This design comes from an exercise in tuning for small area, a short achievable clock period and few clock cycles on the open sky130 flow, not from production work. The RTL was checked by simulation tests, not by an equivalence proof against the original design. Power and IR drop assume default switching activity.

## design/flow/config.mk

```make
export PLATFORM = sky130hd
export DESIGN_NAME = Controller_module
export DESIGN_NICKNAME = Controller_module
export VERILOG_FILES = /design/flow/design.v
export SDC_FILE = /design/flow/constraint.sdc
export NUM_CORES = 4
export LEC_CHECK = 0
export ABC_AREA = 1
export ABC_CLOCK_PERIOD_IN_PS = 3000
export CAP_MARGIN = 20
export CORE_MARGIN = 2
export CORE_UTILIZATION = 40
export SETUP_SLACK_MARGIN = 1.0
export SLEW_MARGIN = 20
```

## design/flow/constraint.sdc

```tcl
create_clock -name core_clock -period 6.0 [get_ports {working_clock}]
set_input_delay 1.2000 -clock core_clock [delete_from_list [all_inputs] [get_ports {working_clock}]]
set_output_delay 1.2000 -clock core_clock [all_outputs]
set_load 0.01 [all_outputs]
```

## design/flow/design.v

```verilog
module Controller_module (
    input working_clock,
    input reset_machine,
    input controller_change_mode,
    input key_valid,
    input [3:0]key_code,
    output key_ack,
    output reg out_valid,
    output reg out_device,
    output reg [7:0]out_char,
    output editing,
    output halted
    );
    localparam [3:0] S_PAS = 4'b1000, S_CEO = 4'b1001, S_OUP = 4'b1010, S_INP = 4'b1011,
                     S_ADD = 4'b1100, S_SUB = 4'b1101, S_ZER = 4'b1110,
                     S_MOL = 4'b0100, S_MOR = 4'b0101, S_LOL = 4'b0010, S_LOR = 4'b0011,
                     S_END = 4'b0000;
    localparam [2:0] M_EDIT = 3'd0, M_RUN = 3'd1, M_HALT = 3'd2,
                     M_FSCAN = 3'd3, M_BSCAN = 3'd4, M_LOAD0 = 3'd5, M_LOAD1 = 3'd6;
    localparam [2:0] O_ID = 3'd0, O_INC = 3'd1, O_DEC = 3'd2, O_ZER = 3'd3, O_KEY = 3'd4;
    localparam [1:0] K_NOP = 2'd0, K_OPS = 2'd1, K_END = 2'd3;
    reg [2:0] mode;
    wire run = (mode == M_RUN);
    reg [3:0] bank0 [0:31];
    reg [3:0] bank1 [0:31];
    reg [3:0] bank2 [0:31];
    reg [3:0] bank3 [0:31];   
    reg [6:0] cursor;
    reg [6:0] hw;             
    reg [3:0] kreg;           
    reg kv;
    reg [3:0] ksym;
    always @(*) begin
        case (kreg)
        4'h0: ksym = S_ZER;
        4'h1: ksym = S_INP;
        4'h2: ksym = S_OUP;
        4'h3: ksym = S_PAS;
        4'h4: ksym = S_MOL;
        4'h5: ksym = S_SUB;
        4'h6: ksym = S_LOL;
        4'h7: ksym = S_MOR;
        4'h8: ksym = S_ADD;
        4'h9: ksym = S_LOR;
        4'ha: ksym = S_CEO;
        default: ksym = S_END;
        endcase
    end
    wire we = kv && kreg <= 4'hb && cursor != 7'd127;
    always @(posedge working_clock) begin
        if (we && cursor[1:0] == 2'd0) bank0[cursor[6:2]] <= ksym;
        if (we && cursor[1:0] == 2'd1) bank1[cursor[6:2]] <= ksym;
        if (we && cursor[1:0] == 2'd2) bank2[cursor[6:2]] <= ksym;
        if (we && cursor[1:0] == 2'd3) bank3[cursor[6:2]] <= ksym;
    end
    reg [4:0] ri;
    wire [6:0] rp = {ri, 2'b00};
    wire [3:0] gr0 = (rp < hw) ? bank0[ri] : S_END;
    wire [3:0] gr1 = (rp + 7'd1 < hw) ? bank1[ri] : S_END;
    wire [3:0] gr2 = (rp + 7'd2 < hw) ? bank2[ri] : S_END;
    wire [3:0] gr3 = (rp + 7'd3 < hw) ? bank3[ri] : S_END;
    wire [15:0] grp = {gr3, gr2, gr1, gr0};
    reg [31:0] q;
    reg [4:0] g;
    reg [1:0] o;
    wire [6:0] pc = {g, o};
    reg [3:0] w0, w1, w2, w3, w4;    
    always @(*) begin
        case (o)
        2'd0: {w4, w3, w2, w1, w0} = q[19:0];
        2'd1: {w4, w3, w2, w1, w0} = q[23:4];
        2'd2: {w4, w3, w2, w1, w0} = q[27:8];
        default: {w4, w3, w2, w1, w0} = {S_END, q[27:12]};   
        endcase
    end
    function is_op(input [3:0] s);
        is_op = s[3];
    endfunction
    function is_mv(input [3:0] s);
        is_mv = !s[3] && s[2];
    endfunction
    function is_lor(input [3:0] s);
        is_lor = !s[3] && !s[2] && s[1] && s[0];
    endfunction
    function is_lol(input [3:0] s);
        is_lol = !s[3] && !s[2] && s[1] && !s[0];
    endfunction
    function [2:0] op_of(input [3:0] s);
        case (s[2:0])
        3'b100: op_of = O_INC;
        3'b101: op_of = O_DEC;
        3'b110, 3'b111: op_of = O_ZER;
        3'b011: op_of = O_KEY;
        default: op_of = O_ID;
        endcase
    endfunction
    wire op0 = is_op(w0), op1 = is_op(w1), op2 = is_op(w2), op3 = is_op(w3);
    wire mv0 = is_mv(w0), mv1 = is_mv(w1), mv2 = is_mv(w2);
    function ok(input [3:0] a, input [3:0] b);
        ok = !(a[2:1] == 2'b01 && b[2:1] == 2'b01 && a[0] == b[0]);
    endfunction
    wire m_at0 = mv0;
    wire m_at1 = op0 && mv1;
    wire mm0 = mv0 && mv1 && (w0[0] == w1[0]);
    wire mm1 = op0 && mv1 && mv2 && (w1[0] == w2[0]);
    wire p1 = (op0 && !mv1) || (mv0 && !mm0);
    wire p2 = (m_at1 && !mm1) || mm0;
    wire p3 = mm1;
    wire b_at1 = (p1 && op1 && (!op0 || ok(w0, w1)));
    wire b_at2 = (p2 && op2 && (!op0 || ok(w0, w2)));
    wire b_at3 = (p3 && op3 && ok(w0, w3));
    wire e4 = b_at3;
    wire e3 = (p3 && !b_at3) || b_at2;
    wire e2 = (p2 && !b_at2) || b_at1;
    wire e1 = p1 && !b_at1;
    wire e0 = !op0 && !mv0;
    wire [3:0] we_ = e0 ? w0 : e1 ? w1 : e2 ? w2 : e3 ? w3 : w4;
    wire has_r = is_lor(we_);
    wire has_l = is_lol(we_);
    wire has_br = has_r || has_l;
    wire f_end = e0 && !has_br;
    wire [1:0] f_kind = f_end ? K_END : K_OPS;
    wire ln1 = (e0 && has_br) || (e1 && !has_br);
    wire ln2 = (e1 && has_br) || (e2 && !has_br);
    wire ln3 = (e2 && has_br) || (e3 && !has_br);
    wire ln4 = (e3 && has_br) || (e4 && !has_br);
    wire ln5 = e4 && has_br;
    wire [2:0] os1 = {1'b0, o} + 3'd1, os2 = {1'b0, o} + 3'd2, os3 = {1'b0, o} + 3'd3,
               os4 = {1'b0, o} + 3'd4, os5 = {1'b0, o} + 3'd5;
    wire [2:0] osum = ({3{ln1}} & os1) | ({3{ln2}} & os2) | ({3{ln3}} & os3) |
                      ({3{ln4}} & os4) | ({3{ln5}} & os5) | ({3{f_end}} & {1'b0, o});
    wire sh = osum[2];
    wire [4:0] g1 = g + 5'd1, g2 = g + 5'd2, g3 = g + 5'd3;
    wire [38:0] qs_seq = sh ? {g1, osum[1:0], grp, q[31:16]} : {g, osum[1:0], q};
    wire [4:0] ri_seq = sh ? g3 : g2;
    wire [38:0] qs_cur = {g, o, q};
    wire [3:0] sb = b_at1 ? w1 : b_at2 ? w2 : w3;
    wire has_b = b_at1 || b_at2 || b_at3;
    wire [2:0] f_aop = op0 ? op_of(w0) : O_ID;
    wire [2:0] f_bop = has_b ? op_of(sb) : O_ID;
    wire f_aout = op0 && w0[2:0] == 3'b010;
    wire f_bout = has_b && sb[2:0] == 3'b010;
    wire f_asw = op0 && w0[2:0] == 3'b001;
    wire f_bsw = has_b && sb[2:0] == 3'b001;
    wire f_inp = (op0 && w0[2:0] == 3'b011) || (has_b && sb[2:0] == 3'b011);
    wire [2:0] f_mv = m_at0 ? {mm0, w0[0], 1'b1} :
                      m_at1 ? {mm1, w1[0], 1'b1} : 3'd0;
    reg [1:0] f_csrc;         
    reg [2:0] f_cdel;         
    always @(*) begin
        case (f_bop)
        O_ZER: begin f_csrc = 2'd1; f_cdel = 3'd0; end
        O_KEY: begin f_csrc = 2'd2; f_cdel = 3'd0; end
        default: begin
            case (f_aop)
            O_ZER: f_csrc = 2'd1;
            O_KEY: f_csrc = 2'd2;
            default: f_csrc = 2'd0;
            endcase
            case ({f_aop, f_bop})
            {O_INC, O_INC}: f_cdel = 3'd2;
            {O_DEC, O_DEC}: f_cdel = 3'b110;
            {O_INC, O_ID}, {O_ID, O_INC}, {O_ZER, O_INC}, {O_KEY, O_INC}: f_cdel = 3'd1;
            {O_DEC, O_ID}, {O_ID, O_DEC}, {O_ZER, O_DEC}, {O_KEY, O_DEC}: f_cdel = 3'b111;
            default: f_cdel = 3'd0;
            endcase
        end
        endcase
    end
    reg [1:0] u_kind;
    reg [2:0] u_aop, u_bop;
    reg [2:0] u_mv;
    reg u_aout, u_bout, u_asw, u_bsw, u_inp, u_br, u_lol, u_pred;
    reg [1:0] u_csrc;
    reg [2:0] u_cdel;
    reg [38:0] ft;            
    reg [38:0] s0, s1;        
    reg [4:0] ft_ri, s0_ri, s1_ri;    
    reg [6:0] sp;             
    reg [6:0] d;              
    reg [6:0] cnt;            
    reg [15:0] pr [0:31];     
    reg [5:0] ptr;
    wire h = ptr[0];
    reg dev;
    wire [7:0] cur = h ? pr[0][15:8] : pr[0][7:0];
    wire active = run && u_kind == K_OPS;
    wire stall = active && u_inp && !key_valid;
    wire go = active && !stall;
    wire [7:0] key8 = {4'd0, key_code};
    function [7:0] apply(input [2:0] op, input [7:0] x);
        case (op)
        O_INC: apply = x + 8'd1;
        O_DEC: apply = x - 8'd1;
        O_ZER: apply = 8'd0;
        O_KEY: apply = key8;
        default: apply = x;
        endcase
    endfunction
    reg at0, at1, at62, at63;           
    wire mv_r = u_mv[0] && u_mv[1], mv_l = u_mv[0] && !u_mv[1];
    wire r2 = mv_r && u_mv[2] && !at62 && !at63;
    wire r1 = mv_r && !at63 && !r2;
    wire l2 = mv_l && u_mv[2] && !at0 && !at1;
    wire l1 = mv_l && !at0 && !l2;
    wire moved = r2 || r1 || l2 || l1;
    wire tm2 = l2 && !h;
    wire tm1 = (l2 && h) || (l1 && !h);
    wire t0 = (!moved && !h) || (l1 && h);
    wire t1 = (!moved && h) || (r1 && !h);
    wire t2 = (r1 && h) || (r2 && !h);
    wire t3 = r2 && h;
    wire [7:0] nb = ({8{tm2}} & pr[31][7:0]) | ({8{tm1}} & pr[31][15:8]) |
                    ({8{t0}} & pr[0][7:0]) | ({8{t1}} & pr[0][15:8]) |
                    ({8{t2}} & pr[1][7:0]) | ({8{t3}} & pr[1][15:8]);
    function [2:0] eqs(input [7:0] x);
        eqs = {x == 8'd255, x == 8'd1, x == 8'd0};
    endfunction
    wire [2:0] nbeq = ({3{tm2}} & eqs(pr[31][7:0])) | ({3{tm1}} & eqs(pr[31][15:8])) |
                      ({3{t0}} & eqs(pr[0][7:0])) | ({3{t1}} & eqs(pr[0][15:8])) |
                      ({3{t2}} & eqs(pr[1][7:0])) | ({3{t3}} & eqs(pr[1][15:8]));
    wire [7:0] v0 = apply(u_aop, cur);
    wire [7:0] vb = apply(u_bop, nb);
    wire [7:0] csrc = (u_csrc == 2'd0) ? cur : (u_csrc == 2'd2) ? key8 : 8'd0;
    wire [7:0] vc = csrc + {{5{u_cdel[2]}}, u_cdel};
    wire [7:0] v1 = moved ? vb : vc;
    reg zb, zc;
    always @(*) begin
        case (u_bop)
        O_INC: zb = nbeq[2];
        O_DEC: zb = nbeq[1];
        O_ZER: zb = 1'b1;
        O_KEY: zb = (key_code == 4'd0);
        default: zb = nbeq[0];
        endcase
        case (u_csrc)
        2'd0: case (u_cdel)
              3'd1: zc = (cur == 8'd255);
              3'd2: zc = (cur == 8'd254);
              3'b111: zc = (cur == 8'd1);
              3'b110: zc = (cur == 8'd2);
              default: zc = (cur == 8'd0);
              endcase
        2'd2: case (u_cdel)
              3'd0: zc = (key_code == 4'd0);
              3'b111: zc = (key_code == 4'd1);
              default: zc = 1'b0;
              endcase
        default: zc = (u_cdel == 3'd0);
        endcase
    end
    wire z1 = moved ? zb : zc;
    wire e_lol = active && u_lol;    
    wire e_push = go && u_lol && !z1;
    wire e_skip = go && u_lol && z1;
    wire e_miss = go && u_br && u_pred && z1;
    wire e_pop_u = go && u_br && !u_pred && z1;
    wire e_back = go && u_br && !u_pred && !z1;
    wire e_end = run && u_kind == K_END;
    wire e_ubr = active && u_br && !u_pred;
    wire top1 = e_lol ? (d == 7'd0) : (d == 7'd1);
    wire top2 = e_lol ? (d == 7'd1) : (d == 7'd2);
    wire has_top = !e_ubr && (top1 || top2);
    wire [38:0] top_eff = e_lol ? qs_cur : top1 ? s0 : s1;
    wire [4:0] top_ri = e_lol ? g2 : top1 ? s0_ri : s1_ri;
    wire [6:0] pc_m2 = pc - 7'd2;
    wire [6:0] sp_p1 = sp + 7'd1, sp_m1 = sp - 7'd1;
    reg [3:0] sw;             
    always @(*) begin
        case (sp[1:0])
        2'd0: sw = gr0;
        2'd1: sw = gr1;
        2'd2: sw = gr2;
        default: sw = gr3;
        endcase
    end
    assign key_ack = key_valid && (mode == M_EDIT || (active && u_inp));
    assign editing = (mode == M_EDIT) && !kv;
    assign halted = (mode == M_HALT);
    always @(posedge working_clock) begin
        if (!stall) begin
            u_aop <= f_aop; u_bop <= f_bop; u_mv <= f_mv;
            u_aout <= f_aout; u_bout <= f_bout; u_asw <= f_asw; u_bsw <= f_bsw;
            u_inp <= f_inp; u_br <= has_r; u_lol <= has_l;
            u_csrc <= f_csrc; u_cdel <= f_cdel;
            u_pred <= has_r && has_top && mode == M_RUN;
            ft <= qs_seq;
            ft_ri <= ri_seq;
        end
    end
    always @(posedge working_clock) begin
        if (reset_machine) begin
            mode <= M_EDIT;
            cursor <= 7'd0;
            hw <= 7'd0;
            kv <= 1'b0;
            ptr <= 6'd0;
            {at0, at1, at62, at63} <= 4'b1000;
            dev <= 1'b0;
            out_valid <= 1'b0;
            d <= 7'd0;
            u_kind <= K_NOP;
            ri <= 5'd0;
        end else begin
            out_valid <= go && (u_aout || u_bout);
            kv <= key_valid && mode == M_EDIT;
            kreg <= key_code;
            if (kv) begin
                if (kreg <= 4'ha) begin
                    if (cursor != 7'd127) cursor <= cursor + 7'd1;
                    if (cursor == hw && cursor != 7'd127) hw <= hw + 7'd1;
                end else if (kreg == 4'hb) begin
                    if (cursor != 7'd0) cursor <= cursor - 7'd1;
                end
            end
            if (go) begin
                ptr <= ptr_n;
                {at0, at1, at62, at63} <= {ptr_n == 6'd0, ptr_n == 6'd1, ptr_n == 6'd62, ptr_n == 6'd63};
                dev <= dev ^ u_asw ^ u_bsw;
            end
            if (e_push) begin
                d <= d + 7'd1;
                if (d == 7'd0) begin s0 <= qs_cur; s0_ri <= g2; end
                if (d == 7'd1) begin s1 <= qs_cur; s1_ri <= g2; end
            end
            if (e_miss || e_pop_u) d <= d - 7'd1;
            case (mode)
            M_EDIT: begin
                ri <= {4'd0, ~ri[0]};
                if (ri[0]) q[31:16] <= grp; else q[15:0] <= grp;
                g <= 5'd0;
                o <= 2'd0;
                if (controller_change_mode) begin
                    mode <= M_RUN;
                    ri <= 5'd2;
                end
            end
            M_RUN: begin
                if (e_end) mode <= M_HALT;
                else if (e_skip) begin
                    mode <= M_FSCAN;
                    cnt <= 7'd0;
                    sp <= pc;
                    ri <= pc[6:2];
                    u_kind <= K_NOP;
                end else if (e_back) begin
                    mode <= M_BSCAN;
                    cnt <= 7'd0;
                    sp <= pc - 7'd2;
                    ri <= pc_m2[6:2];
                    u_kind <= K_NOP;
                end else if (e_miss) begin
                    {g, o, q} <= ft;
                    ri <= ft_ri;
                    u_kind <= K_NOP;
                end else if (!stall) begin
                    u_kind <= f_kind;
                    if (has_r && has_top) begin
                        {g, o, q} <= top_eff;
                        ri <= top_ri;
                    end else begin
                        {g, o, q} <= qs_seq;
                        ri <= ri_seq;
                    end
                end
            end
            M_FSCAN: begin
                sp <= sp + 7'd1;
                ri <= sp_p1[6:2];
                if (is_lol(sw)) cnt <= cnt + 7'd1;
                if (is_lor(sw)) begin
                    cnt <= cnt - 7'd1;
                    if (cnt == 7'd0) mode <= M_LOAD0;
                end
            end
            M_BSCAN: begin
                sp <= sp - 7'd1;
                ri <= sp_m1[6:2];
                if (is_lor(sw)) cnt <= cnt + 7'd1;
                if (is_lol(sw)) begin
                    cnt <= cnt - 7'd1;
                    if (cnt == 7'd0) begin
                        mode <= M_LOAD0;
                        sp <= sp + 7'd1;
                        ri <= sp_p1[6:2];
                    end
                end
            end
            M_LOAD0: begin
                q[15:0] <= grp;
                ri <= ri + 5'd1;
                mode <= M_LOAD1;
            end
            M_LOAD1: begin
                q[31:16] <= grp;
                g <= sp[6:2];
                o <= sp[1:0];
                ri <= ri + 5'd1;
                mode <= M_RUN;
            end
            default: ;
            endcase
        end
        if (go && (u_aout || u_bout)) begin
            out_char <= u_aout ? cur : moved ? nb : v0;
            out_device <= u_aout ? dev : dev ^ u_asw;
        end
    end
    wire [5:0] ptr_n = r2 ? ptr + 6'd2 : r1 ? ptr + 6'd1 : l1 ? ptr - 6'd1 : l2 ? ptr - 6'd2 : ptr;
    wire wr = !reset_machine && go;
    wire rot_r = wr && (t2 || t3);
    wire rot_l = wr && (tm2 || tm1);
    wire keep = !reset_machine && !rot_r && !rot_l;
    wire [7:0] vcur = moved ? v0 : v1;
    wire [15:0] x31 = {(go && tm1) ? v1 : pr[31][15:8],
                       (go && tm2) ? v1 : pr[31][7:0]};
    wire [15:0] x0 = {!go ? pr[0][15:8] : h ? vcur : t1 ? v1 : pr[0][15:8],
                      !go ? pr[0][7:0] : !h ? vcur : t0 ? v1 : pr[0][7:0]};
    wire [15:0] x1 = {(go && t3) ? v1 : pr[1][15:8],
                      (go && t2) ? v1 : pr[1][7:0]};
    integer i;
    always @(posedge working_clock) begin
        for (i = 3; i < 30; i = i + 1)
            pr[i] <= ({16{rot_r}} & pr[i + 1]) | ({16{rot_l}} & pr[i - 1]) | ({16{keep}} & pr[i]);
        pr[30] <= ({16{rot_r}} & x31) | ({16{rot_l}} & pr[29]) | ({16{keep}} & pr[30]);
        pr[31] <= ({16{rot_r}} & x0) | ({16{rot_l}} & pr[30]) | ({16{keep}} & x31);
        pr[0] <= ({16{rot_r}} & x1) | ({16{rot_l}} & x31) | ({16{keep}} & x0);
        pr[1] <= ({16{rot_r}} & pr[2]) | ({16{rot_l}} & x0) | ({16{keep}} & x1);
        pr[2] <= ({16{rot_r}} & pr[3]) | ({16{rot_l}} & x1) | ({16{keep}} & pr[2]);
    end
endmodule
```

## design/flow/run.sh

```bash
#!/bin/bash
# synth_recipe.tcl (not shown) runs the flow's synth.tcl, then flattens the netlist and writes it again
# the make line also repeats each setting of config.mk as NAME=value (left out here)
make -C /OpenROAD-flow-scripts/flow DESIGN_CONFIG=/design/flow/config.mk WORK_HOME=/design/flow/orfs CLKGATE_MAP_FILE= SYNTH_SCRIPT=/design/flow/synth_recipe.tcl finish
```

==> impl_results.md, run 1 <==
* Max-cap check violation count at 0
* Actual transition at the worst max-transition pin at 1210 ps
* Minimum period implied by the final worst setup slack at about 4700 ps
* Highest-delay cell along the critical path: sky130_fd_sc_hd__nor3b_1
* Setup slack after placement at just over 600 ps
* Sequential fraction of the synthesis area at 0.568
* Worst slew slack as a fraction of its limit at 0.187
* Count of nets left with antenna violations after detail routing at 0
* Final critical-path share of the clock period at 0.781
* Count of cell types in the netlist at 69
* Number of pins exceeding their max-slew limit in the final report at 0
* Overall die area at about 150000 um^2
* Gate Count Post-Synth at 6385
* Die span in x at about 390 um
* Critical Path AT at 5390 ps
* Last weighted congestion value of the routability-driven placer at 0.923
* Hold wc startpoint: pr[8][3]
* Hold Violations, Final at 0
* Fill cell instance count of the final layout at approximately 14000
* Worst path setup slack after routing at ~1300 ps
* Warning count from the yosys run at 2
* Design internal power at ~0.018 W
* Initial DRT Pass Iterations at 7
* Hold buffer count at cts at 0
* Cell breakdown of the critical path: inv_4 -> buf_4 -> a21oi_1 -> a22oi_1 -> nand2_1 -> nand3_1 -> a21oi_1 -> nor3b_1 -> o21ai_0 -> nand3_1 -> o21ai_1 -> nand2_1 -> inv_1 -> nand2_1 -> nand3_1 -> o21ai_0 -> nor2_1 -> nand2_1 -> nand2_1 -> a21oi_1
* Required time reported for the critical path endpoint at approximately 6700 ps
* Clock slew seen by the registers of the worst setup and hold paths at approximately 60 ps
* Worst-case vdd ir drop at between 400 and 500 uV
* Setup_tns at 0 ps
* Static power due to leakage at approximately 23 nW
* Total half-perimeter wirelength after legalization and detailed placement at 100000 um
* Async set-or-reset flop fraction in the synthesized netlist at 0
* Critical path type: reg2reg
* Global route total overflow at 0
* Number of placement rows at 140
* Parity-gate share of the synthesized area counting xor and xnor cells at 0.00794
* Total wirelength of the detailed-routed design at roughly 160000 um
* First DRT Iteration DRCs at between 4000 and 5000
* Clock power share at 0.289
* IO Pins at 21
* Pin count of the biggest net entering global routing at about 220
* Worst path buffer plus inverter count at 3
* Initial antenna violation count at 3
* Initial Util at 0.402
* Via count at between 40000 and 50000
* Setup repair after global routing missed its margin: false
* Final routed wire length divided by cell count at 19.1 um
* Largest family of logic cells by synthesized area: simple AND/OR/NAND/NOR gates
* Clock Root Buffer: sky130_fd_sc_hd__clkbuf_16
* Core Area at around 150000 um^2
* Switching component of the power at around 0.011 W
* Slowest stage delay, CP at between 700 and 800 ps
* Fin nets at 6338
* H-tree depth at 4
* Share of synthesized area spent on multiplexers at 0.000171
* Wire length of the first global-routing pass at approximately 250000 um
* CP top delay family: simple AND/OR/NAND/NOR gates
* Share of final-layout standard cells stronger than drive strength 1 at 0.0688
* Most common cell type on the critical path: sky130_fd_sc_hd__nand2_1
* Clk sinks at roughly 1300
* Post-synthesis share of cell area spent on and, or, nand and nor gates at 0.170
* Skew final at 52.4 ps
* Number of register bits inferred by synthesis at between 1000 and 1500
* Maximum clock path buffer count at 3
* Fraction of power spent switching nets at 0.385
* Max Fanout on Critical Path at around 60
* All-Layer GR Usage at 0.209
* Setup Viol. Count Final at 0
* Relative contribution of combinational cells to total power at 0.335
* Number of synthesized flops with an enable pin at about 730
* Per-cell via count in the routed design at about 5.5
* Adder and majority cell fraction of the synthesized area at 0.0137
* Compound-Gate Fraction of Synth Area at 0.165
* Min-delay worst type: reg2reg
* Detailed-route DRC error count at 0
* Number of buffers inserted by port buffering at 20
* Post-synth design cell area at between 50000 and 60000 um^2
* Count of antenna diodes in the layout at 0
* Crit. End Element: flip-flop
* Peak clock frequency supported by timing at roughly 210 MHz
* Number of global-route vias before repair at about 44000
* Dominant synthesized flop cell: sky130_fd_sc_hd__edfxtp_1
* Area growth from synthesis to layout at 11.7%
* TritonCTS clock tree: done
* Mean instance size in the synthesized netlist at 9.15 um^2
* Number of buffers created by CTS at around 140
* CP startpoint kind: flip-flop
* Sequential fraction of design power at 0.376
* Pwr/cell area at around 450 nW/um^2
* Latest clock arrival within the worst-skew pair at approximately 800 ps
* Die Span Y at slightly below 400 um
* Run status: timing/DRC/antenna clean
## registers in the layout, indices dropped and copies added, names as in the netlist, 6 cells and up, named ones only
name	count
bank0	128
bank1	128
bank2	128
bank3	128
cnt	7
cursor	7
d	7
ft	38
hw	7
out_char	8
pr	512
ptr	6
q	32
s0	39
s1	39
sp	7
## synthesized netlist by cell type, types with 6 or more instances
| cell type | count | area share |
|---|---|---|
| sky130_fd_sc_hd__nand2_1 | 1565 | 0.10 |
| sky130_fd_sc_hd__edfxtp_1 | 729 | 0.37 |
| sky130_fd_sc_hd__inv_1 | 726 | 0.047 |
| sky130_fd_sc_hd__dfxtp_1 | 565 | 0.19 |
| sky130_fd_sc_hd__o221ai_1 | 480 | 0.072 |
| sky130_fd_sc_hd__nor2_1 | 453 | 0.029 |
| sky130_fd_sc_hd__o21ai_0 | 315 | 0.027 |
| sky130_fd_sc_hd__clkbuf_1 | 301 | 0.019 |
| sky130_fd_sc_hd__a21oi_1 | 254 | 0.022 |
| sky130_fd_sc_hd__nand3_1 | 251 | 0.021 |
| sky130_fd_sc_hd__a22oi_1 | 68 | 0.0087 |
| sky130_fd_sc_hd__ha_1 | 59 | 0.013 |
| sky130_fd_sc_hd__nor3_1 | 51 | 0.0044 |
| sky130_fd_sc_hd__a31oi_1 | 38 | 0.0041 |
| sky130_fd_sc_hd__o21ai_1 | 38 | 0.0033 |
| sky130_fd_sc_hd__xor2_1 | 38 | 0.0057 |
| sky130_fd_sc_hd__o211ai_1 | 36 | 0.0046 |
| sky130_fd_sc_hd__o21bai_1 | 35 | 0.0045 |
| sky130_fd_sc_hd__o22ai_1 | 33 | 0.0035 |
| sky130_fd_sc_hd__buf_2 | 32 | 0.0027 |
| sky130_fd_sc_hd__nand4_1 | 30 | 0.0032 |
| sky130_fd_sc_hd__buf_1 | 29 | 0.0019 |
| sky130_fd_sc_hd__nand2_2 | 29 | 0.0031 |
| sky130_fd_sc_hd__a221oi_1 | 21 | 0.0031 |
| sky130_fd_sc_hd__inv_2 | 21 | 0.0013 |
| sky130_fd_sc_hd__a211oi_1 | 18 | 0.0023 |
| sky130_fd_sc_hd__nor4_1 | 15 | 0.0016 |
| sky130_fd_sc_hd__xnor2_1 | 15 | 0.0022 |
| sky130_fd_sc_hd__a32oi_1 | 9 | 0.0013 |
| sky130_fd_sc_hd__nor2_2 | 8 | 0.00086 |
| sky130_fd_sc_hd__o31ai_1 | 8 | 0.0010 |
| sky130_fd_sc_hd__buf_4 | 7 | 0.00090 |
| sky130_fd_sc_hd__a31o_2 | 6 | 0.00090 |
| sky130_fd_sc_hd__a32o_1 | 6 | 0.0010 |
| sky130_fd_sc_hd__and3_1 | 6 | 0.00064 |
| sky130_fd_sc_hd__clkinv_1 | 6 | 0.00039 |
| sky130_fd_sc_hd__nand2_4 | 6 | 0.0012 |
| sky130_fd_sc_hd__o311ai_0 | 6 | 0.00090 |
| sky130_fd_sc_hd__or2_2 | 6 | 0.00064 |
## layer usage
| metal | GRT usage | share of wire | up-vias |
|---|---|---|---|
| met2 | 0.319 | 0.44 | 1525 |
| li1 | - | - | 21952 |
| met5 | 0 | 0.00016 | - |
| met3 | 0.0390 | 0.071 | 259 |
| met4 | 0.0600 | 0.024 | 4 |
| met1 | 0.302 | 0.46 | 22093 |
## cell families after synthesis
logic type                 Yosys count
and+or+nand+nor                   2439
other                                1
xor gates and xnor gates            53
muxes                                1
buffers and inverters             1129
adders and majority gates           62
DFF                               1294
AOI/OAI and AO/OA                 1406
## power groups by stage
stage          combinational, W  sequential [W]  clock, W
2_1_floorplan           0.00712          0.0109         0
3_3_place_gp            0.00955          0.0113         0
3_5_place_dp            0.00958          0.0113         0
4_1_cts                 0.00964          0.0111   0.00877
5_1_grt                  0.0110          0.0112   0.00909
6_report                0.00990          0.0111   0.00855
## final cells by class
class / instances / area (um^2) / area share
Sequential cell: 1294 / 33200 / 0.509
Multi-Input combinational cell: 3965 / 21100 / 0.323
Clock buffer: 194 / 3860 / 0.0591
Inverter: 754 / 2900 / 0.0444
Tap cell: 1917 / 2400 / 0.0368
Timing Repair Buffer: 112 / 1060 / 0.0162
Clock inverter: 66 / 741 / 0.0113
## tightest hold or removal path, delay by kind of cell, from the launching register on
family | cells | cell delay (ps)
AOI/OAI and AO/OA | 1 | 50
and+or+nand+nor | 1 | 50
DFF | 1 | 320
## placed cells by master (no fill, tap or decap), drive strengths merged, types with 68 or more instances in the layout
cell / instances
o221ai: 480
clkbuf: 194
nand2: 1600
a21oi: 255
a22oi: 68
buf: 93
nor2: 465
o21ai: 355
dfxtp: 565
nand3: 257
inv: 756
edfxtp: 729
## stage by stage
| step | total power [W] | area (um^2) | utilization | hold slack, ps | instances |
|---|---|---|---|---|---|
| finish | 0.0296 | 65300 | 0.449 | 463 | 8302 |
| global route | 0.0313 | 65300 | 0.449 | 477 | 8302 |
| CTS | 0.0295 | 65100 | 0.447 | 466 | 8296 |
| detailed placement | 0.0209 | 60400 | 0.416 | 449 | 8036 |
| global placement | 0.0208 | 60400 | 0.416 | 446 | 8036 |
| floorplan | 0.0181 | 58400 | - | 436 | 6388 |
## worst paths after layout
check,endpoint,slack (ps),cells past startpoint
max,ri[3],1310,20
min,pr[8][3],460,2
max reg2reg,ri[3],1310,20
min reg2reg,pr[8][3],460,2
## what timing repair did
| item | CTS | global route |
|---|---|---|
| gates resized for setup | 14 | 40 |
| endpoints found under the setup margin | 192 | 167 |
| endpoints found under the hold margin | 0 | 0 |
| buffers inserted | 0 | 6 |
| pin swaps | 0 | 1 |
Testbench counts, summed over its fixed seeds: cycles 29,576.
==> inputs of run 2 (changes only) <==
--- a/design/flow/design.v
+++ b/design/flow/design.v
@@ -170,12 +170,13 @@
     reg [1:0] u_kind;
     reg [2:0] u_aop, u_bop;
     reg [2:0] u_mv;
-    reg u_aout, u_bout, u_asw, u_bsw, u_inp, u_br, u_lol, u_pred;
+    reg u_aout, u_bout, u_asw, u_bsw, u_inp, u_br, u_lol, u_pred, u_pex;
     reg [1:0] u_csrc;
     reg [2:0] u_cdel;
     reg [38:0] ft;            
     reg [38:0] s0, s1;        
     reg [4:0] ft_ri, s0_ri, s1_ri;    
+    reg [7:0] rem0, rem1;     
     reg [6:0] sp;             
     reg [6:0] d;              
     reg [6:0] cnt;            
@@ -198,18 +199,25 @@
         endcase
     endfunction
     reg at0, at1, at62, at63;           
-    wire mv_r = u_mv[0] && u_mv[1], mv_l = u_mv[0] && !u_mv[1];
-    wire r2 = mv_r && u_mv[2] && !at62 && !at63;
-    wire r1 = mv_r && !at63 && !r2;
-    wire l2 = mv_l && u_mv[2] && !at0 && !at1;
-    wire l1 = mv_l && !at0 && !l2;
-    wire moved = r2 || r1 || l2 || l1;
-    wire tm2 = l2 && !h;
-    wire tm1 = (l2 && h) || (l1 && !h);
-    wire t0 = (!moved && !h) || (l1 && h);
-    wire t1 = (!moved && h) || (r1 && !h);
-    wire t2 = (r1 && h) || (r2 && !h);
-    wire t3 = r2 && h;
+    function [9:0] msel(input [2:0] mv, input hh, input a0, input a1, input a62, input a63);
+        reg mr, ml, rr2, rr1, ll2, ll1, mvd;
+        begin
+            mr = mv[0] && mv[1];
+            ml = mv[0] && !mv[1];
+            rr2 = mr && mv[2] && !a62 && !a63;
+            rr1 = mr && !a63 && !rr2;
+            ll2 = ml && mv[2] && !a0 && !a1;
+            ll1 = ml && !a0 && !ll2;
+            mvd = rr2 || rr1 || ll2 || ll1;
+            msel = {rr2, rr1, ll1, ll2,
+                    ll2 && !hh, (ll2 && hh) || (ll1 && !hh), (!mvd && !hh) || (ll1 && hh),
+                    (!mvd && hh) || (rr1 && !hh), (rr1 && hh) || (rr2 && !hh), rr2 && hh};
+        end
+    endfunction
+    reg [9:0] u_sel;
+    wire r2 = u_sel[9], r1 = u_sel[8], l1 = u_sel[7], l2 = u_sel[6];
+    wire tm2 = u_sel[5], tm1 = u_sel[4], t0 = u_sel[3], t1 = u_sel[2], t2 = u_sel[1], t3 = u_sel[0];
+    wire moved = !(t0 && !h) && !(t1 && h);
     wire [7:0] nb = ({8{tm2}} & pr[31][7:0]) | ({8{tm1}} & pr[31][15:8]) |
                     ({8{t0}} & pr[0][7:0]) | ({8{t1}} & pr[0][15:8]) |
                     ({8{t2}} & pr[1][7:0]) | ({8{t3}} & pr[1][15:8]);
@@ -253,14 +261,25 @@
     wire e_lol = active && u_lol;    
     wire e_push = go && u_lol && !z1;
     wire e_skip = go && u_lol && z1;
-    wire e_miss = go && u_br && u_pred && z1;
-    wire e_pop_u = go && u_br && !u_pred && z1;
-    wire e_back = go && u_br && !u_pred && !z1;
+    wire e_miss = go && u_br && u_pred && z1;        
+    wire e_taken = go && u_br && u_pred && !z1;
+    wire e_xok = go && u_br && u_pex && z1;          
+    wire e_xmiss = go && u_br && u_pex && !z1;       
+    wire e_pop_u = go && u_br && !u_pred && !u_pex && z1;
+    wire e_back = go && u_br && !u_pred && !u_pex && !z1;
     wire e_end = run && u_kind == K_END;
-    wire e_ubr = active && u_br && !u_pred;
-    wire top1 = e_lol ? (d == 7'd0) : (d == 7'd1);
-    wire top2 = e_lol ? (d == 7'd1) : (d == 7'd2);
+    wire e_ubr = active && u_br && !u_pred && !u_pex;
+    wire e_tbr = active && u_br && u_pred;
+    wire e_xbr = active && u_br && u_pex;
+    wire top1 = e_lol ? (d == 7'd0) : e_xbr ? (d == 7'd2) : (d == 7'd1);
+    wire top2 = e_lol ? (d == 7'd1) : e_xbr ? (d == 7'd3) : (d == 7'd2);
     wire has_top = !e_ubr && (top1 || top2);
+    wire [7:0] rem_top = top1 ? rem0 : rem1;
+    wire last = !e_lol && (e_tbr ? (rem_top == 8'd2) : (rem_top == 8'd1));
+    wire f_pt = has_r && has_top && !last;
+    wire f_pex = has_r && has_top && last;
+    wire [38:0] cur_top = (d == 7'd1) ? s0 : s1;
+    wire [4:0] cur_top_ri = (d == 7'd1) ? s0_ri : s1_ri;
     wire [38:0] top_eff = e_lol ? qs_cur : top1 ? s0 : s1;
     wire [4:0] top_ri = e_lol ? g2 : top1 ? s0_ri : s1_ri;
     wire [6:0] pc_m2 = pc - 7'd2;
@@ -280,10 +299,13 @@
     always @(posedge working_clock) begin
         if (!stall) begin
             u_aop <= f_aop; u_bop <= f_bop; u_mv <= f_mv;
+            u_sel <= go ? msel(f_mv, ptr_n[0], ptr_n == 6'd0, ptr_n == 6'd1, ptr_n == 6'd62, ptr_n == 6'd63)
+                        : msel(f_mv, h, at0, at1, at62, at63);
             u_aout <= f_aout; u_bout <= f_bout; u_asw <= f_asw; u_bsw <= f_bsw;
             u_inp <= f_inp; u_br <= has_r; u_lol <= has_l;
             u_csrc <= f_csrc; u_cdel <= f_cdel;
-            u_pred <= has_r && has_top && mode == M_RUN;
+            u_pred <= f_pt && mode == M_RUN;
+            u_pex <= f_pex && mode == M_RUN;
             ft <= qs_seq;
             ft_ri <= ri_seq;
         end
@@ -320,10 +342,14 @@
             end
             if (e_push) begin
                 d <= d + 7'd1;
-                if (d == 7'd0) begin s0 <= qs_cur; s0_ri <= g2; end
-                if (d == 7'd1) begin s1 <= qs_cur; s1_ri <= g2; end
+                if (d == 7'd0) begin s0 <= qs_cur; s0_ri <= g2; rem0 <= v1; end
+                if (d == 7'd1) begin s1 <= qs_cur; s1_ri <= g2; rem1 <= v1; end
             end
-            if (e_miss || e_pop_u) d <= d - 7'd1;
+            if (e_taken || e_xmiss) begin
+                if (d == 7'd1) rem0 <= rem0 - 8'd1;
+                if (d == 7'd2) rem1 <= rem1 - 8'd1;
+            end
+            if (e_miss || e_xok || e_pop_u) d <= d - 7'd1;
             case (mode)
             M_EDIT: begin
                 ri <= {4'd0, ~ri[0]};
@@ -353,9 +379,13 @@
                     {g, o, q} <= ft;
                     ri <= ft_ri;
                     u_kind <= K_NOP;
+                end else if (e_xmiss) begin
+                    {g, o, q} <= cur_top;
+                    ri <= cur_top_ri;
+                    u_kind <= K_NOP;
                 end else if (!stall) begin
                     u_kind <= f_kind;
-                    if (has_r && has_top) begin
+                    if (f_pt) begin
                         {g, o, q} <= top_eff;
                         ri <= top_ri;
                     end else begin
==> impl_results.md, run 2 <==
* Minimum period implied by the final worst setup slack at around 4700 ps
* Critical path endpoint: q[19]
* Setup_tns at 0 ps
* Adder and majority cell fraction of the synthesized area at 0.0136
* Top-area cell type share of the netlist area at 0.375
* Most common cell type on the critical path: sky130_fd_sc_hd__nand2_4
* Clk sinks at 1318
* Die Span Y at 392 um
* Max FFs per register at approximately 500
* Number of global-route vias before repair at between 40000 and 50000
* Number of synthesized flops with an enable pin at approximately 750
* Final std cell area, no fill at about 67000 um^2
* Pin count of the biggest net entering global routing at 238
* Post-synth top area cell: sky130_fd_sc_hd__edfxtp_1
* Core Area at between 100000 and 150000 um^2
* Initial DRT Pass Iterations at 6
* Clock Root Buffer: sky130_fd_sc_hd__clkbuf_16
* Final routed wire length divided by cell count at just under 20 um
* TritonCTS clock tree: done
* Fin nets at between 6000 and 7000
* Worst slew slack as a fraction of its limit at 0.0361
* Launch point of the critical path: o[0]
* Hold Violations, Final at 0
* Latest clock arrival within the worst-skew pair at about 800 ps
* Detailed-route DRC error count at 0
* Highest-delay cell along the critical path: sky130_fd_sc_hd__edfxtp_1
* Cell area reported after detailed placement at 62500 um^2
* Peak clock frequency supported by timing at approximately 210 MHz
* Count of antenna diodes in the layout at 0
* Most instantiated cells after synthesis: 1319 x sky130_fd_sc_hd__nand2_1, 753 x sky130_fd_sc_hd__edfxtp_1, 601 x sky130_fd_sc_hd__inv_1, 565 x sky130_fd_sc_hd__dfxtp_1, 546 x sky130_fd_sc_hd__o21ai_0
* Capture point of the worst reg-to-reg path: q[19]
* Global route total overflow at 0
* Worst-case vdd ir drop at slightly below 900 uV
* Mean instance size in the synthesized netlist at 9.27 um^2
* IO Pins at 21
* Wire length of the first global-routing pass at between 200000 and 300000 um
* Setup repair after global routing missed its margin: false
* Required time reported for the critical path endpoint at around 6500 ps
* H-tree depth at 4
* Count of nets left with antenna violations after detail routing at 0
* Parity-gate share of the synthesized area counting xor and xnor cells at 0.00943
* Sequential fraction of the synthesis area at 0.562
* Total wirelength of the detailed-routed design at ~170000 um
* Initial antenna violation count at 3
* Via count at about 48000
* Share of final-layout standard cells stronger than drive strength 1 at 0.0689
* First DRT Iteration DRCs at approximately 4800
* Max-cap check violation count at 0
* Crit. End Element: flip-flop
* Number of pins exceeding their max-slew limit in the final report at 0
* Slowest stage delay, CP at between 500 and 600 ps
* Startpoint of the worst register-to-register path: o[0]
* Synth area leaders: sky130_fd_sc_hd__edfxtp_1 37%, sky130_fd_sc_hd__dfxtp_1 19%, sky130_fd_sc_hd__nand2_1 8.2%, sky130_fd_sc_hd__o21ai_0 4.5%, sky130_fd_sc_hd__o221ai_1 3.8%
* Most numerous cell in the Yosys netlist: sky130_fd_sc_hd__nand2_1
* Min-delay worst type: reg2reg
* Count of cell types in the netlist at 76
* Multi-input gate area in the final layout at 22600 um^2
* Compound-Gate Fraction of Synth Area at 0.202
* Pwr/cell area at around 450 nW/um^2
* Largest family of logic cells by synthesized area: compound AO/OA/AOI/OAI gates
* Area growth from synthesis to layout at 11.7%
* Warning count from the yosys run at 2
* Gate Count Post-Synth at around 6500
* Maximum clock path buffer count at 3
* Setup Viol. Count Final at 0
* Critical path type: reg2reg
* Number of buffers created by CTS at 143
* Clock slew seen by the registers of the worst setup and hold paths at ~60 ps
* Per-cell via count in the routed design at about 5.6
* Final critical-path share of the clock period at 0.788
* Fill cell instance count of the final layout at about 14000
* Number of register bits inferred by synthesis at between 1000 and 1500
* Post-synth design cell area at slightly above 60000 um^2
* Most common cell after layout, fill and taps aside: sky130_fd_sc_hd__nand2_1
* Depth of the worst register-to-register path at 25
* Hold slack at between 400 and 500 ps
* Top library cells by usage in the layout, fill and taps aside: 1317 x sky130_fd_sc_hd__nand2_1, 753 x sky130_fd_sc_hd__edfxtp_1, 595 x sky130_fd_sc_hd__inv_1
* Number of buffers inserted by port buffering at 20
* Dominant synthesized flop cell: sky130_fd_sc_hd__edfxtp_1
* Last weighted congestion value of the routability-driven placer at a little over 0.9
* Actual transition at the worst max-transition pin at roughly 1400 ps
* All-Layer GR Usage at 0.216
* Post-synthesis share of cell area spent on and, or, nand and nor gates at 0.146
* Critical Path AT at roughly 5200 ps
* Static power due to leakage at 23.7 nW
* Register Area at between 30000 and 40000 um^2
* Overall die area at 154000 um^2
* Async set-or-reset flop fraction in the synthesized netlist at 0
* Max Fanout on Critical Path at 27
* Worst setup slack for register-to-register paths at 1270 ps
* Skew final at 40.6 ps
* Initial Util at 0.403
* Total half-perimeter wirelength after legalization and detailed placement at 106000 um
* Run status: timing/DRC/antenna clean
* Hold buffer count at cts at 0
* Die span in x at between 300 and 400 um
* CP startpoint kind: flip-flop
* Share of synthesized area spent on multiplexers at 0.000166
* Largest register by flop count: pr
* Number of placement rows at 142
[run 2: cell types whose count changed after synthesis, moves of 77 or more]
cell and delta:
sky130_fd_sc_hd__nand2_1 -246, sky130_fd_sc_hd__inv_1 -125, sky130_fd_sc_hd__o221ai_1 -218, sky130_fd_sc_hd__a22oi_1 +224, sky130_fd_sc_hd__a21oi_1 +147, sky130_fd_sc_hd__o21ai_0 +231, sky130_fd_sc_hd__nand3_1 -77
[run 2: worst min-delay path by stage]
| stage | start | endpoint | slack, ps | depth (start not counted) |
|---|---|---|---|---|
| 3_3_place_gp | at0 | at0 | 460 | 2 |
| 2_1_floorplan | pr[29][12] | pr[29][12] | 440 | 2 |
| 4_1_cts | pr[29][15] | pr[29][15] | 470 | 2 |
| 6_report | pr[28][12] | pr[28][12] | 470 | 2 |
| 3_5_place_dp | pr[29][15] | pr[29][15] | 460 | 2 |
| 5_1_grt | pr[29][15] | pr[29][15] | 490 | 2 |
[run 2: report_power, final]
group	total (W)	leakage, nW	switching, W	internal [W]
clock	0.00889	2.33	0.00377	0.00511
sequential	0.0113	11.6	0.000641	0.0106
combinational	0.0104	9.71	0.00720	0.00323
[run 2: per-layer routing]
metal	track usage	share of wire	vias up
met3	0.0399	0.070	242
met2	0.330	0.45	1549
met5	0	0.000077	-
met4	0.0644	0.024	2
li1	-	-	22825
met1	0.309	0.46	23274
[run 2: repair_timing]
action                                  in CTS  in global routing
gates resized for setup                      7                 23
endpoints found under the setup margin      57                100
hold endpoints to repair                     0                  0
pin swaps                                    0                  1
buffers inserted                             0                  8
[run 2: metrics by stage]
| step | worst slack [ps] | instances | power [W] | utilization |
|---|---|---|---|---|
| floorplan | 1060 | 6515 | 0.0186 | - |
| detailed placement | 730 | 8248 | 0.0216 | 0.417 |
| finish | 1270 | 8518 | 0.0306 | 0.450 |
| CTS | 1000 | 8508 | 0.0305 | 0.449 |
| global route | 1000 | 8518 | 0.0323 | 0.450 |
| global placement | 756 | 8248 | 0.0215 | 0.417 |
[run 2: final cells by class]
type                            count  share of cell area
Multi-Input combinational cell   4181               0.335
Timing Repair Buffer              124              0.0186
Clock inverter                     69              0.0115
Tap cell                         2016              0.0374
Clock buffer                      191              0.0590
Inverter                          619              0.0353
Sequential cell                  1318               0.503
[run 2: cell families after synthesis]
family                     Yosys count
buffers and inverters             1016
DFF                               1318
and+or+nand+nor                   2143
muxes                                1
adders and majority gates           64
other                                1
AOI/OAI and AO/OA                 1904
xor gates and xnor gates            65
[run 2: critical path, delay by kind of cell, from the launching register on]
kind,cells,cell delay (ps)
AOI/OAI and AO/OA,3,740
adders and majority gates,1,450
and+or+nand+nor,19,2300
buffers and inverters,2,360
DFF,1,560
Testbench counts of run 2, summed over its fixed seeds: cycles 28,171.

-- afterwards: timing with drivers on the ports --
How much do the figures lean on ideal ports? The routed layouts below were timed once more, with nothing changed but the port constraints.
Step 1: set_driving_cell puts a clkbuf_16 on working_clock and a buf_2 on each other input, an assumption about the parent block.
Step 2 adds t to the input delays and takes it off the output delays; t is the mean of the earliest and latest rising clock arrival at the registers after step 1. Input paths then give back, and output paths get back, about the clock's delay inside the block.
a / b / c = ideal / step 1 / step 2; a / b = the first two.
run	t (ns)	setup slack, ns	worst register clock-pin slew, ns	worst data-port slew with drivers (ns)
run 1	0.849	1.313 / 1.313 / 1.133	0.06 / 0.06	0.08
run 2	0.848	1.273 / 1.273 / 0.840	0.07 / 0.07	0.12
After both steps setup and hold are still met in every run listed. The setup slack of run 2, which loses most, moves by 0.000 ns with the drivers and by -0.433 ns with both steps.
